This design comes from an exercise in tuning for small area on the open sky130 flow, not from production work. Only simulation tests tie the RTL to the original design; equivalence was not proved. Power and IR drop assume default switching activity. The clock port is modelled as an ideal driver; clocking choices that lean on that would not hold on a real chip.

==> trial 65: inputs <==
==> flow/design.v (excerpt) <==
module agc_core(
    input wire clk,
    input wire rst,
    input wire BLKUPL_n,
    input wire BMGXM,
    input wire BMGXP,
    input wire BMGYM,
    input wire BMGYP,
    input wire BMGZM,
    input wire BMGZP,
    input wire CAURST,
    input wire CDUFAL,
    input wire CDUXM,
    input wire CDUXP,
    input wire CDUYM,
    input wire CDUYP,
    input wire CDUZM,
    input wire CDUZP,
    input wire CTLSAT,
    input wire DBLTST,
    input wire DKBSNC,
    input wire DKEND,
    input wire DKSTRT,
    input wire DOSCAL,
    input wire FLTOUT,
    input wire FREFUN,
    input wire GATEX_n,
    input wire GATEY_n,
    input wire GATEZ_n,
    input wire GCAPCL,
    input wire GUIREL,
    input wire HOLFUN,
    input wire IMUCAG,
    input wire IMUFAL,
    input wire IMUOPR,
    input wire IN3008,
    input wire IN3212,
    input wire IN3213,
    input wire IN3214,
    input wire IN3216,
    input wire IN3301,
    input wire ISSTOR,
    input wire LEMATT,
    input wire LFTOFF,
    input wire LRIN0,
    input wire LRIN1,
    input wire LRRLSC,
    input wire LVDAGD,
    input wire MAINRS,
    input wire MAMU,
    input wire MANmP,
    input wire MANmR,
    input wire MANmY,
    input wire MANpP,
    input wire MANpR,
    input wire MANpY,
    input wire MARK,
    input wire MDT01,
    input wire MDT02,
    input wire MDT03,
    input wire MDT04,
    input wire MDT05,
    input wire MDT06,
    input wire MDT07,
    input wire MDT08,
    input wire MDT09,
    input wire MDT10,
    input wire MDT11,
    input wire MDT12,
    input wire MDT13,
    input wire MDT14,
    input wire MDT15,
    input wire MDT16,
    input wire MKEY1,
  ...
clock: 10.0 ns
lec_check: 0
cap_margin: 20
core_margin: 2
core_utilization: 45
slew_margin: 20
standard.sh (not shown) runs the stock make flow with config.mk's settings and CLKGATE_MAP_FILE= SYNTH_SCRIPT=/design/flow/synth_recipe.tcl, a recipe that flattens the netlist after the stock synthesis.
==> flow/flow/run.sh <==
#!/bin/bash
# Own layout flow: the standard flow (standard.sh, unchanged synthesis),
# with two placement/CTS arguments changed:
#  - port buffers use the smallest buffer (buf_1) instead of the default pick;
#  - clock tree synthesis without dummy loads, with the clustering settings below.
# Every tool's output goes to flow.log here; ORFS keeps its per-step logs in orfs/logs.
set -euo pipefail
cd "$(dirname "$0")/.."
CTS="-sink_clustering_enable -repair_clock_nets -dont_use_dummy_load"
CTS="$CTS -buf_list sky130_fd_sc_hd__clkbuf_8 -sink_clustering_size 14 -sink_clustering_max_diameter 50"
bash standard.sh "CTS_ARGS=$CTS" "BUFFER_PORTS_ARGS=-buffer_cell sky130_fd_sc_hd__buf_1" finish > flow.log 2>&1
==> inputs of build 85, as changes to trial 65 <==
--- a/flow/flow/run.sh
+++ b/flow/flow/run.sh
@@ -7,5 +7,5 @@
 set -euo pipefail
 cd "$(dirname "$0")/.."
 CTS="-sink_clustering_enable -repair_clock_nets -dont_use_dummy_load"
-CTS="$CTS -buf_list sky130_fd_sc_hd__clkbuf_8 -sink_clustering_size 14 -sink_clustering_max_diameter 50"
+CTS="$CTS -buf_list sky130_fd_sc_hd__clkbuf_8 -sink_clustering_size 17 -sink_clustering_max_diameter 60"
 bash standard.sh "CTS_ARGS=$CTS" "BUFFER_PORTS_ARGS=-buffer_cell sky130_fd_sc_hd__buf_1" finish > flow.log 2>&1
--- a/flow/config.mk
+++ b/flow/config.mk
@@ -7,5 +7,5 @@
 export LEC_CHECK = 0
 export CAP_MARGIN = 20
 export CORE_MARGIN = 2
-export CORE_UTILIZATION = 45
+export CORE_UTILIZATION = 65
 export SLEW_MARGIN = 20
==> notes <==
- Against trial 65, the global-route usage of build 85 is higher by 9.0 points.
- Between build 85 and trial 65, the lower combinational power is in build 85 (gap about 2%, measured against trial 65).
- Against trial 65, the via count of build 85 is lower by 0.51%.
- Against build 85, the clock-buffer cell count of trial 65 is higher by 124.
- Power: build 85 is smaller than trial 65 (2.9%).
- Sequential power is about the same in trial 65 and build 85.
- Of build 85 and trial 65, build 85 has the higher core utilization (gap 21 points).

==> build 79: inputs <==
agc_core, a different RTL version from the one above (not shown whole).
clock: 10.0 ns
lec_check: 0
cap_margin: 20
core_margin: 2
core_utilization: 45
cts_buf_list: sky130_fd_sc_hd__clkbuf_16
cts_cluster_diameter: 60
cts_cluster_size: 24
slew_margin: 20
run.sh (not shown) runs the stock make flow with config.mk's settings and CLKGATE_MAP_FILE= SYNTH_SCRIPT=/design/flow/synth_recipe.tcl, a recipe that flattens the netlist after the stock synthesis.
Stock flow here: none of the scripts above is used.
==> trial 49 (differences from build 79) <==
- CTS_BUF_LIST: sky130_fd_sc_hd__clkbuf_16 -> sky130_fd_sc_hd__clkbuf_4
- CTS_CLUSTER_DIAMETER: 60 -> unset
- CTS_CLUSTER_SIZE: 24 -> unset
==> trial 52 (differences from build 79) <==
- CTS_BUF_LIST: sky130_fd_sc_hd__clkbuf_16 -> unset
- CTS_CLUSTER_DIAMETER: 60 -> unset
- CTS_CLUSTER_SIZE: 24 -> unset
==> build 38 (differences from build 79) <==
- CTS_BUF_LIST: sky130_fd_sc_hd__clkbuf_16 -> sky130_fd_sc_hd__clkbuf_8
- CTS_CLUSTER_DIAMETER: 60 -> 50
- CTS_CLUSTER_SIZE: 24 -> 14
==> notes.md <==
Global-route usage, lowest first: build 79, build 38, trial 52, trial 49.
First-iteration DRC count, highest first: build 79, trial 52, build 38, trial 49.
Against trial 52, the via count of build 38 is smaller by 0.82%.
Against build 79, the sequential share of layout area of build 38 is higher by 0.77 points.
Trial 49 produced a clean layout. Build 38 passed the timing, design-rule and antenna checks. Trial 52 ran to the end with no violations. Build 79 completed with no timing, DRC or antenna violations.

==> run R <==
agc_core, a different RTL version from the one above (not shown whole).
Settings: LEC_CHECK=0, CAP_MARGIN=20, CORE_MARGIN=2, CORE_UTILIZATION=65, SLEW_MARGIN=20; clock period 10.0 ns.
standard.sh (not shown) runs the stock make flow with config.mk's settings and CLKGATE_MAP_FILE= SYNTH_SCRIPT=/design/flow/synth_recipe.tcl, a recipe that flattens the netlist after the stock synthesis.
==> flow/flow/run.sh <==
#!/bin/bash
# Own layout flow: the standard flow (standard.sh, unchanged synthesis),
# with two placement/CTS arguments changed:
#  - port buffers use the smallest buffer (buf_1) instead of the default pick;
#  - clock tree synthesis without dummy loads, with the clustering settings below.
# Every tool's output goes to flow.log here; ORFS keeps its per-step logs in orfs/logs.
set -euo pipefail
cd "$(dirname "$0")/.."
CTS="-sink_clustering_enable -repair_clock_nets -dont_use_dummy_load"
CTS="$CTS -buf_list sky130_fd_sc_hd__clkbuf_16 -sink_clustering_size 32 -sink_clustering_max_diameter 80"
bash standard.sh "CTS_ARGS=$CTS" "BUFFER_PORTS_ARGS=-buffer_cell sky130_fd_sc_hd__buf_1" finish > flow.log 2>&1
==> run Y (differences from run R) <==
--- a/flow/flow/run.sh
+++ b/flow/flow/run.sh
@@ -9,3 +9,3 @@
 CTS="-sink_clustering_enable -repair_clock_nets -dont_use_dummy_load"
-CTS="$CTS -buf_list sky130_fd_sc_hd__clkbuf_16 -sink_clustering_size 32 -sink_clustering_max_diameter 80"
+CTS="$CTS -buf_list sky130_fd_sc_hd__clkbuf_8 -sink_clustering_size 19 -sink_clustering_max_diameter 70"
 bash standard.sh "CTS_ARGS=$CTS" "BUFFER_PORTS_ARGS=-buffer_cell sky130_fd_sc_hd__buf_1" finish > flow.log 2>&1
==> comparison <==
Sequential share of layout area: run R is lower than run Y (0.30 points). Area after synthesis is the same in run Y and run R. Of run Y and run R, run R has the higher setup slack (gap 280 ps). Between run Y and run R, the lower global-route usage is in run R (gap 0.16 points).

==> juniper: inputs <==
Another version of the RTL of agc_core (not shown whole).
==> flow/design.v (excerpt) <==
module agc_core(
    input wire clk,
    input wire rst,
    input wire BLKUPL_n,
    input wire BMGXM,
    input wire BMGXP,
    input wire BMGYM,
    input wire BMGYP,
    input wire BMGZM,
    input wire BMGZP,
    input wire CAURST,
    input wire CDUFAL,
    input wire CDUXM,
    input wire CDUXP,
    input wire CDUYM,
    input wire CDUYP,
    input wire CDUZM,
    input wire CDUZP,
    input wire CTLSAT,
    input wire DBLTST,
    input wire DKBSNC,
    input wire DKEND,
    input wire DKSTRT,
    input wire DOSCAL,
    input wire FLTOUT,
    input wire FREFUN,
    input wire GATEX_n,
    input wire GATEY_n,
    input wire GATEZ_n,
    input wire GCAPCL,
    input wire GUIREL,
    input wire HOLFUN,
    input wire IMUCAG,
    input wire IMUFAL,
    input wire IMUOPR,
    input wire IN3008,
    input wire IN3212,
    input wire IN3213,
    input wire IN3214,
    input wire IN3216,
    input wire IN3301,
    input wire ISSTOR,
    input wire LEMATT,
    input wire LFTOFF,
    input wire LRIN0,
    input wire LRIN1,
    input wire LRRLSC,
    input wire LVDAGD,
    input wire MAINRS,
    input wire MAMU,
    input wire MANmP,
    input wire MANmR,
    input wire MANmY,
    input wire MANpP,
    input wire MANpR,
    input wire MANpY,
    input wire MARK,
    input wire MDT01,
    input wire MDT02,
    input wire MDT03,
    input wire MDT04,
    input wire MDT05,
    input wire MDT06,
    input wire MDT07,
    input wire MDT08,
    input wire MDT09,
    input wire MDT10,
    input wire MDT11,
    input wire MDT12,
    input wire MDT13,
    input wire MDT14,
    input wire MDT15,
    input wire MDT16,
    input wire MKEY1,
    input wire MKEY2,
    input wire MKEY3,
    input wire MKEY4,
    input wire MKEY5,
    input wire MLDCH,
    input wire MLOAD,
    input wire MNHNC,
    input wire MNHRPT,
    input wire MNHSBF,
    input wire MNIMmP,
    input wire MNIMmR,
    input wire MNIMmY,
    input wire MNIMpP,
    input wire MNIMpR,
    input wire MNIMpY,
    input wire MONPAR,
    input wire MONWBK,
    input wire MRDCH,
    input wire MREAD,
    input wire MRKREJ,
    input wire MRKRST,
  ...
==> flow/config.mk <==
export PLATFORM = sky130hd
export DESIGN_NAME = agc_core
export DESIGN_NICKNAME = agc_core
export VERILOG_FILES = /design/flow/design.v
export SDC_FILE = /design/flow/constraint.sdc
export NUM_CORES = 8
export LEC_CHECK = 0
export CAP_MARGIN = 20
export CORE_MARGIN = 2
export CORE_UTILIZATION = 45
export CTS_BUF_LIST = sky130_fd_sc_hd__clkbuf_8
export CTS_CLUSTER_DIAMETER = 50
export CTS_CLUSTER_SIZE = 14
export SLEW_MARGIN = 20
==> flow/constraint.sdc <==
create_clock -name core_clock -period 10.0 [get_ports {clk}]
set_input_delay 2.0000 -clock core_clock [delete_from_list [all_inputs] [get_ports {clk}]]
set_output_delay 2.0000 -clock core_clock [all_outputs]
set_load 0.01 [all_outputs]
run.sh (not shown) runs the stock make flow with config.mk's settings and CLKGATE_MAP_FILE= SYNTH_SCRIPT=/design/flow/synth_recipe.tcl, a recipe that flattens the netlist after the stock synthesis.
Stock flow here: none of the scripts above is used.
==> inputs of garnet, as changes to juniper <==
==> flow/flow/run.sh (new file) <==
#!/bin/bash
# Own layout flow: the standard flow (standard.sh, unchanged synthesis),
# with two placement/CTS arguments changed:
#  - port buffers use the smallest buffer (buf_1) instead of the default pick;
#  - clock tree synthesis without dummy loads, with the clustering settings below.
# Every tool's output goes to flow.log here; ORFS keeps its per-step logs in orfs/logs.
set -euo pipefail
cd "$(dirname "$0")/.."
CTS="-sink_clustering_enable -repair_clock_nets -dont_use_dummy_load"
CTS="$CTS -buf_list sky130_fd_sc_hd__clkbuf_8 -sink_clustering_size 18 -sink_clustering_max_diameter 40"
bash standard.sh "CTS_ARGS=$CTS" "BUFFER_PORTS_ARGS=-buffer_cell sky130_fd_sc_hd__buf_1" finish > flow.log 2>&1
==> flow/standard.sh (new file) <==
#!/bin/bash
# synth_recipe.tcl (not shown) runs the flow's synth.tcl, then flattens the netlist and writes it again
# the make line also repeats each setting of config.mk as NAME=value (left out here)
make -C /OpenROAD-flow-scripts/flow DESIGN_CONFIG=/design/flow/config.mk WORK_HOME=/design/flow/orfs CLKGATE_MAP_FILE= SYNTH_SCRIPT=/design/flow/synth_recipe.tcl "${@:-finish}"
removed: flow/run.sh
==> inputs of raven, as changes to juniper <==
==> flow/flow/run.sh (new file) <==
#!/bin/bash
# Own layout flow: the standard flow (standard.sh, unchanged synthesis),
# with two placement/CTS arguments changed:
#  - port buffers use the smallest buffer (buf_1) instead of the default pick;
#  - clock tree synthesis without dummy loads, with the clustering settings below.
# Every tool's output goes to flow.log here; ORFS keeps its per-step logs in orfs/logs.
set -euo pipefail
cd "$(dirname "$0")/.."
CTS="-sink_clustering_enable -repair_clock_nets -dont_use_dummy_load"
CTS="$CTS -buf_list sky130_fd_sc_hd__clkbuf_8 -sink_clustering_size 14 -sink_clustering_max_diameter 50"
bash standard.sh "CTS_ARGS=$CTS" "BUFFER_PORTS_ARGS=-buffer_cell sky130_fd_sc_hd__buf_1" finish > flow.log 2>&1
==> flow/standard.sh (new file) <==
#!/bin/bash
# synth_recipe.tcl (not shown) runs the flow's synth.tcl, then flattens the netlist and writes it again
# the make line also repeats each setting of config.mk as NAME=value (left out here)
make -C /OpenROAD-flow-scripts/flow DESIGN_CONFIG=/design/flow/config.mk WORK_HOME=/design/flow/orfs CLKGATE_MAP_FILE= SYNTH_SCRIPT=/design/flow/synth_recipe.tcl "${@:-finish}"
removed: flow/run.sh
==> impl_metrics.csv <==
group,metric,value,unit
critical_path,critPathKind,"reg2out",
global_routing,grt_pass1_wl,791000,um
critical_path,startpoint_type,"register",
critical_path,r2r-end,"U15032_B_y",
detailed_routing,wl_per_cell,22.3,um
layout,finalInstanceArea,0.233,mm^2
detailed_routing,wl_met3,27600,um
critical_path,max_stage_delay,0.73,ns
layout,layout_common_cells,"dfxtp_1 (6576), inv_1 (2387), dfrtp_1 (1203), nor2_1 (1020), nor3_1 (962)",
power_and_ir_drop,power_leakage,94.9,nW
timing,fin_ws,4.79,ns
global_routing,grt_pass1_vias,118000,
status,status,"finished clean",
Source of the figures above: raven

==> impl_metrics.csv <==
group,metric,value,unit
status,status,"finished clean",
detailed_routing,wl_per_cell,22.0,um
global_routing,grt_pass1_vias,119000,
layout,finalInstanceArea,0.239,mm^2
global_routing,grt_pass1_wl,797000,um
critical_path,r2r-end,"U20047_C_y",
critical_path,critPathKind,"in2out",
layout,layout_common_cells,"dfxtp_1 (6578), inv_1 (2756), dfrtp_1 (1203), nor2_1 (1020), nor3_1 (962)",
detailed_routing,wl_met3,26900,um
power_and_ir_drop,power_leakage,98.7,nW
Source of the figures above: juniper

==> impl_metrics.csv <==
group,metric,value,unit
power_and_ir_drop,power_leakage,95.5,nW
status,status,"finished clean",
detailed_routing,wl_per_cell,22.3,um
global_routing,grt_pass1_vias,118000,
timing,fin_ws,4.68,ns
critical_path,critPathKind,"reg2out",
global_routing,grt_pass1_wl,790000,um
layout,finalInstanceArea,0.234,mm^2
critical_path,startpoint_type,"register",
layout,layout_common_cells,"dfxtp_1 (6576), inv_1 (2387), dfrtp_1 (1203), nor2_1 (1020), nor3_1 (962)",
Source of the figures above: garnet

-- what the ideal ports hide --
In the flow no input, the clock included, has a driving cell. The finished layouts below were timed again as built, in two steps.
Step 1 sets driving cells, clkbuf_16 on the clock port and buf_2 on the other inputs (assumed; they add their load-dependent delay and slew).
Step 2 also shifts input and output timing later by t, the mid clock arrival at the registers, as if the neighbouring blocks saw the same clock.
Slacks: ideal ports / drivers / drivers and shift; pairs: ideal ports / drivers.
run	shift t [ns]	setup WS [ns]	worst setup path after step 2
trial 65	1.363	4.506 / 4.388 / 4.729	input to register
build 85	1.303	4.895 / 4.791 / 4.421	input to register
build 79	1.147	4.142 / 4.108 / 4.108	input to output
trial 49	1.844	3.866 / 3.760 / 4.109	input to output
trial 52	1.155	3.988 / 3.954 / 3.954	input to output
build 38	1.411	3.979 / 3.945 / 3.945	input to output
run R	1.032	5.180 / 5.082 / 4.659	input to register
run Y	1.225	4.904 / 4.790 / 4.627	input to register
juniper	1.368	4.323 / 4.214 / 4.300	input to output
garnet	1.351	4.677 / 4.556 / 4.822	input to register
raven	1.327	4.790 / 4.668 / 4.829	input to register
After both steps every run listed still meets setup and hold. The setup slack of run R, which loses most, moves by -0.098 ns with the drivers and by -0.521 ns with both steps.
